What follows belongs to an exercise in optimizing a design on an open flow for small area, a short achievable clock period and few clock cycles; a production flow would make more cautious choices. In this exercise RTL edits were held to simulation tests only and were not proved equivalent to the original. Power figures rest on the tool's default switching activity, not on a simulated workload.

// SimpleCPU
module SimpleCPU(clk,rst,wrEn,data_fromRAM,addr_toRAM,data_toRAM,pCounter);
For scale: ~67 flip-flops, about 61 I/O pins.
export LEC_CHECK = 0
export ABC_AREA = 1
export CAP_MARGIN = 20
export CORE_MARGIN = 2
export CORE_UTILIZATION = 40
export CTS_BUF_LIST = sky130_fd_sc_hd__clkbuf_8
export PLACE_DENSITY = 0.6
export SETUP_SLACK_MARGIN = 4.5
export SLEW_MARGIN = 20
create_clock -name core_clock -period 10.0 [get_ports {clk}]
standard.sh (not shown) runs the stock make flow with config.mk's settings and CLKGATE_MAP_FILE= SYNTH_SCRIPT=/design/flow/synth_recipe.tcl, a recipe that flattens the netlist after the stock synthesis.
==> flow/flow/run.sh <==
#!/bin/bash
# The standard layout (the standard.sh, standard synthesis unchanged), with
# buf_2 cells instead of the default port buffers; make's output goes to
# standard.log and each ORFS step logs under orfs/logs/.
export BUFFER_PORTS_ARGS="-buffer_cell sky130_fd_sc_hd__buf_2"
bash standard.sh > standard.log 2>&1
Testbench counts at the start, summed over its fixed seeds: cycles 510,758.
Rerun with:
SETUP_SLACK_MARGIN = 5   (was 4.5)
Effect: Total power grows by 1.5%. Register-to-register slack improved by 0.14 ns. Area after synthesis is unchanged. Utilization grows by 3.7 points. Count of clock-buffer cells in the layout does not change. Setup slack improved by 0.19 ns. Non-clock buffer count grows by 28.
Rerun with:
SETUP_SLACK_MARGIN = 4.75   (was 5)
=> The changed run finished with timing, DRC and antenna clean. Power decreases by 0.64%. Cell area decreases by 5.7%. Core utilization decreases by 2.8 points. Worst hold slack gains 0.0099 ns. Cell count decreases by 1.5%. Clock-buffer cell count stays the same. Clock power increases by 15%. Flip-flop and latch count stays the same. Routed wire length decreases by 2.6%. Global-route usage decreases by 0.14 points. Synthesized cell count is unchanged.
Rerun with:
CTS_BUF_LIST = unset   (was sky130_fd_sc_hd__clkbuf_8)
Effect: The changed run ran to the end with no violations. Hold slack got worse by 0.0036 ns. Utilization grows by 0.65 points. Via count grows by 0.69%. Power grows by about 10%. Setup slack got worse by 0.0064 ns.

========
SimpleCPU, a different RTL version from the one above (not shown whole).
Size: about 98 flip-flops, roughly 61 I/O pins, roughly 7500 um2 of cells after synthesis.
clock: 10.0 ns
lec_check: 0
abc_area: 1
cap_margin: 20
core_margin: 2
core_utilization: 55
cts_buf_list: sky130_fd_sc_hd__clkbuf_8
place_density: 0.7
setup_slack_margin: 5
slew_margin: 20
tns_end_percent: 50
==> flow/flow/run.sh <==
#!/bin/bash
# The standard layout (the standard.sh, standard synthesis unchanged), with
# buf_2 cells instead of the default port buffers and timing repair aimed at a
# setup slack of 6.7 ns; make's output goes to standard.log and each ORFS step
# logs under orfs/logs/.
export BUFFER_PORTS_ARGS="-buffer_cell sky130_fd_sc_hd__buf_2"
bash standard.sh SETUP_SLACK_MARGIN=6.7 finish > standard.log 2>&1
Testbench counts at the start, summed over its fixed seeds: cycles 671,040.
Edit:
CTS_BUF_LIST = not set   (was sky130_fd_sc_hd__clkbuf_8)
TNS_END_PERCENT = not set   (was 50)
The new run finished clean.
Utilization is higher by 0.75 points.
Routed wire length is about the same.
Synthesized cell count is unchanged.
Sequential cell count is unchanged.
Cell count does not change.
Sequential share of layout area is lower by 0.30 points.
Edit:
CORE_UTILIZATION = 60   (was 55)
CTS_BUF_LIST = sky130_fd_sc_hd__clkbuf_8   (was not set)
PLACE_DENSITY = 0.75   (was 0.7)
Effect: Synthesized area is unchanged; maximum frequency went down by 0.73%; clock-buffer cell count stays the same; routed wire length went down by 1.1%; via count went up by 0.71%; setup slack got worse by 0.023 ns; first-iteration DRC count went down by 1.2%; hold slack improved by 0.0083 ns.

========
job 9762:
SimpleCPU, a different RTL version from the one above (not shown whole).
For scale: roughly 1200 cells after synthesis, about 61 I/O pins, about 7700 um2 of cells after synthesis.
Design SimpleCPU, start of the top module:
module SimpleCPU(clk,rst,wrEn,data_fromRAM,addr_toRAM,data_toRAM,pCounter);
parameter SIZE = 13;
input clk,rst;
input wire [15:0] data_fromRAM;
output reg wrEn;
output reg [15:0] data_toRAM;
output reg [SIZE-1:0] addr_toRAM;
output reg [SIZE-1:0] pCounter;
localparam OP_ADD = 3'd0, OP_NAND = 3'd1, OP_SRL = 3'd2, OP_LT = 3'd3,
           OP_BZ = 3'd4, OP_CP2W = 3'd5, OP_CPFW = 3'd6, OP_MUL = 3'd7;
localparam S_P0 = 3'd0, S_P1 = 3'd1, S_P2 = 3'd2, S_P3 = 3'd3,
           S_I1 = 3'd4, S_I2 = 3'd5, S_BT = 3'd6, S_MW = 3'd7;
reg [2:0] state, stateNxt;
reg [2:0] op1, op1Nxt, op2, op2Nxt;
reg ind1, ind1Nxt;
reg [12:0] arNxt, pcNxt;
reg weNxt;
reg [15:0] W, WNxt;
reg [15:0] opnd, acc;
reg aV, aVNxt, dV, xV;
reg [2:0] aOp, aOpNxt, dOpT, xOp;
reg mBusy;
wire [15:0] d = data_fromRAM;
wire [2:0] dOp = d[15:13];
wire dZero = ~|d[12:0];
wire wZ = ~|W;
wire [12:0] pcInc = pCounter + 13'd1;
function isALU;
    input [2:0] o;
    isALU = (o != OP_BZ) && (o != OP_CPFW);
endfunction
reg xMul, xLT;
reg [3:0] xSel;    
wire mFirst = xMul;
wire inMul = mFirst | mBusy;
wire [15:0] mAcc = mFirst ? 16'd0 : acc;
wire [15:0] pp0 = W & {16{opnd[0]}};
wire [15:0] pp1 = {W[14:0], 1'b0} & {16{opnd[1]}};
wire [15:0] csS = mAcc ^ pp0 ^ pp1;
wire [15:0] csC = (mAcc & pp0) | (mAcc & pp1) | (pp0 & pp1);
  ...
export LEC_CHECK = 0
export ABC_AREA = 1
export CAP_MARGIN = 20
export CORE_MARGIN = 2
export CORE_UTILIZATION = 55
export CTS_BUF_LIST = sky130_fd_sc_hd__clkbuf_8
export PLACE_DENSITY = 0.7
export SETUP_SLACK_MARGIN = 5
export SLEW_MARGIN = 20
create_clock -name core_clock -period 10.0 [get_ports {clk}]
==> flow/flow/run.sh <==
#!/bin/bash
# The standard layout (the standard.sh, standard synthesis unchanged), with
# buf_2 cells instead of the default port buffers and timing repair aimed at a
# setup slack of 6.9 ns; make's output goes to standard.log and each ORFS step
# logs under orfs/logs/.
export BUFFER_PORTS_ARGS="-buffer_cell sky130_fd_sc_hd__buf_2"
bash standard.sh SETUP_SLACK_MARGIN=6.9 finish > standard.log 2>&1
Job 9762 finished every step from synthesis to the final layout, and the layout passed the timing, design-rule and antenna checks.
Testbench counts of job 9762, summed over its fixed seeds: cycles 671,040.
For job 8199, these inputs were changed with respect to job 9762:
Settings: CORE_UTILIZATION changed from 55 to 40; PLACE_DENSITY changed from 0.7 to 0.6.
diff --git a/flow/flow/run.sh b/flow/flow/run.sh
--- a/flow/flow/run.sh
+++ b/flow/flow/run.sh
@@ -4 +4 @@
-# setup slack of 6.9 ns; make's output goes to standard.log and each ORFS step
+# setup slack of 6.5 ns; make's output goes to standard.log and each ORFS step
@@ -7 +7 @@
-bash standard.sh SETUP_SLACK_MARGIN=6.9 finish > standard.log 2>&1
+bash standard.sh SETUP_SLACK_MARGIN=6.5 finish > standard.log 2>&1
==> comparison <==
Looking at the reports, job 8199 completed the entire flow and the layout it produced met the timing, design-rule and antenna checks.
Number of port buffers: job 8199 vs job 9762 identical
On job 8199: final area is about 6.5% lower than what job 9762 gave.
Job 8199 vs job 9762: switching power total down by a little under 10%
Taking job 9762 as the reference point, the final layout net count of job 8199 falls by about 2.4%.
What job 738 does differently from job 8199 at the input level:
Settings: removing ABC_AREA (formerly 1).
diff --git a/flow/flow/run.sh b/flow/flow/run.sh
--- a/flow/flow/run.sh
+++ b/flow/flow/run.sh
@@ -4 +4 @@
-# setup slack of 6.5 ns; make's output goes to standard.log and each ORFS step
+# setup slack of 6.8 ns; make's output goes to standard.log and each ORFS step
@@ -7 +7 @@
-bash standard.sh SETUP_SLACK_MARGIN=6.5 finish > standard.log 2>&1
+bash standard.sh SETUP_SLACK_MARGIN=6.8 finish > standard.log 2>&1
Results
Job 738 ended up with sequential cells as its top power consumer group; job 8199 ended up with combinational logic. Est. power | job 738 vs job 8199 | job 738 lower. Job 8199 vs job 738, most common library cell in the layout ignoring fill and taps: sky130_fd_sc_hd__nand2_1 vs sky130_fd_sc_hd__nor2_1. Of job 738 and job 8199, the run reporting the lower final cycle utilization of the critical path was job 8199. The final reports for job 738 and job 8199 show layout cell share with drive strength beyond 1 higher in the former.
Edits applied to the flow inputs when going from job 738 to job 4141:
Settings: ABC_AREA: unset -> 1.
==> flow/flow/run.sh <==
#!/bin/bash
# The standard layout (the standard.sh, standard synthesis unchanged), with
# buf_2 cells instead of the default port buffers; make's output goes to
# standard.log and each ORFS step logs under orfs/logs/.
export BUFFER_PORTS_ARGS="-buffer_cell sky130_fd_sc_hd__buf_2"
bash standard.sh > standard.log 2>&1
Findings:
- Diff job 738 -> job 4141: signed area change from the synthesized netlist to the final layout decreased 8.6 points; utilization fell by 3.1 points; total chip power higher.
- Row overall routing resource usage: job 4141 higher / job 738 lower
- Looking at flop-to-flop setup slack across both flows, job 4141 is the weaker of the two, with job 738 ahead.
- [diff] total number of vias, job 4141 relative to job 738: regression
- Job 4141: all stages complete, timing, DRC and antenna checks passed
- | post-synthesis adder-cell area fraction | job 4141 vs job 738 | ≈ equal |
- The higher clock power share of job 4141 and job 738 is in job 738.
- When job 4141 is measured against job 738, its post-synthesis simple-gate area fraction turns out 11 points higher.
[inputs] job 3866 vs job 4141
==> flow/flow/run.sh <==
#!/bin/bash
# The standard layout (the standard.sh, standard synthesis unchanged), with
# buf_2 cells instead of the default port buffers and timing repair aimed at a
# setup slack of 7 ns; make's output goes to standard.log and each ORFS step
# logs under orfs/logs/.
export BUFFER_PORTS_ARGS="-buffer_cell sky130_fd_sc_hd__buf_2"
bash standard.sh SETUP_SLACK_MARGIN=7 finish > standard.log 2>&1
Notes after the runs:
- Logic gate share of total power (lower): job 4141
- Looking at core utilization across job 4141 and job 3866, the one that comes out lower is job 4141.
- Going from job 4141 to job 3866, global-route usage now sits higher; final cell count now sits higher.
- Job 3866 vs. job 4141: total power density per cell area went down by 7.8%.
- Delta(leakage dissipation, job 3866 - job 4141) > 0

port drivers added, routing unchanged:
How much do the figures lean on ideal ports? The routed layouts below were timed once more, with nothing changed but the port constraints. Step 1 sets driving cells, clkbuf_16 on the clock port and buf_2 on the other inputs (assumed; they add their load-dependent delay and slew). Step 2 adds t to the input delays and takes it off the output delays; t is the mean of the earliest and latest rising clock arrival at the registers after step 1. Input paths then give back, and output paths get back, about the clock's delay inside the block. Slacks: ideal / step 1 / step 2; pairs: ideal / step 1.
| run | shift t [ns] | slack for setup (ns) | worst setup path at the end | worst data-port slew with drivers (ns) |
|---|---|---|---|---|
| the first run of note 1 | 0.419 | 4.611 / 4.592 / 4.592 | input to output | 0.03 |
| the second run of note 1 | 0.416 | 4.796 / 4.755 / 4.506 | input to register | 0.06 |
| the third run of note 1 | 0.419 | 4.732 / 4.710 / 4.710 | input to output | 0.04 |
| the fourth run of note 1 | 0.394 | 4.725 / 4.703 / 4.703 | input to output | 0.04 |
| the first run of note 2 | 0.439 | 6.825 / 6.783 / 6.423 | input to register | 0.03 |
| the second run of note 2 | 0.403 | 6.814 / 6.841 / 6.438 | input to register | 0.04 |
| the third run of note 2 | 0.431 | 6.790 / 6.752 / 6.379 | input to register | 0.04 |
| job 9762 | 0.451 | 6.912 / 6.873 / 6.487 | input to register | 0.05 |
| job 8199 | 0.438 | 6.634 / 6.654 / 6.216 | input to register | 0.05 |
| job 738 | 0.431 | 6.401 / 6.405 / 5.974 | input to register | 0.05 |
| job 4141 | 0.441 | 5.821 / 5.821 / 5.821 | register to register | 0.05 |
| job 3866 | 0.435 | 6.963 / 6.963 / 6.554 | input to register | 0.05 |
After both steps setup and hold are still met in every run listed. The setup slack of job 738, which loses most, moves by +0.004 ns with the drivers and by -0.427 ns with both steps.
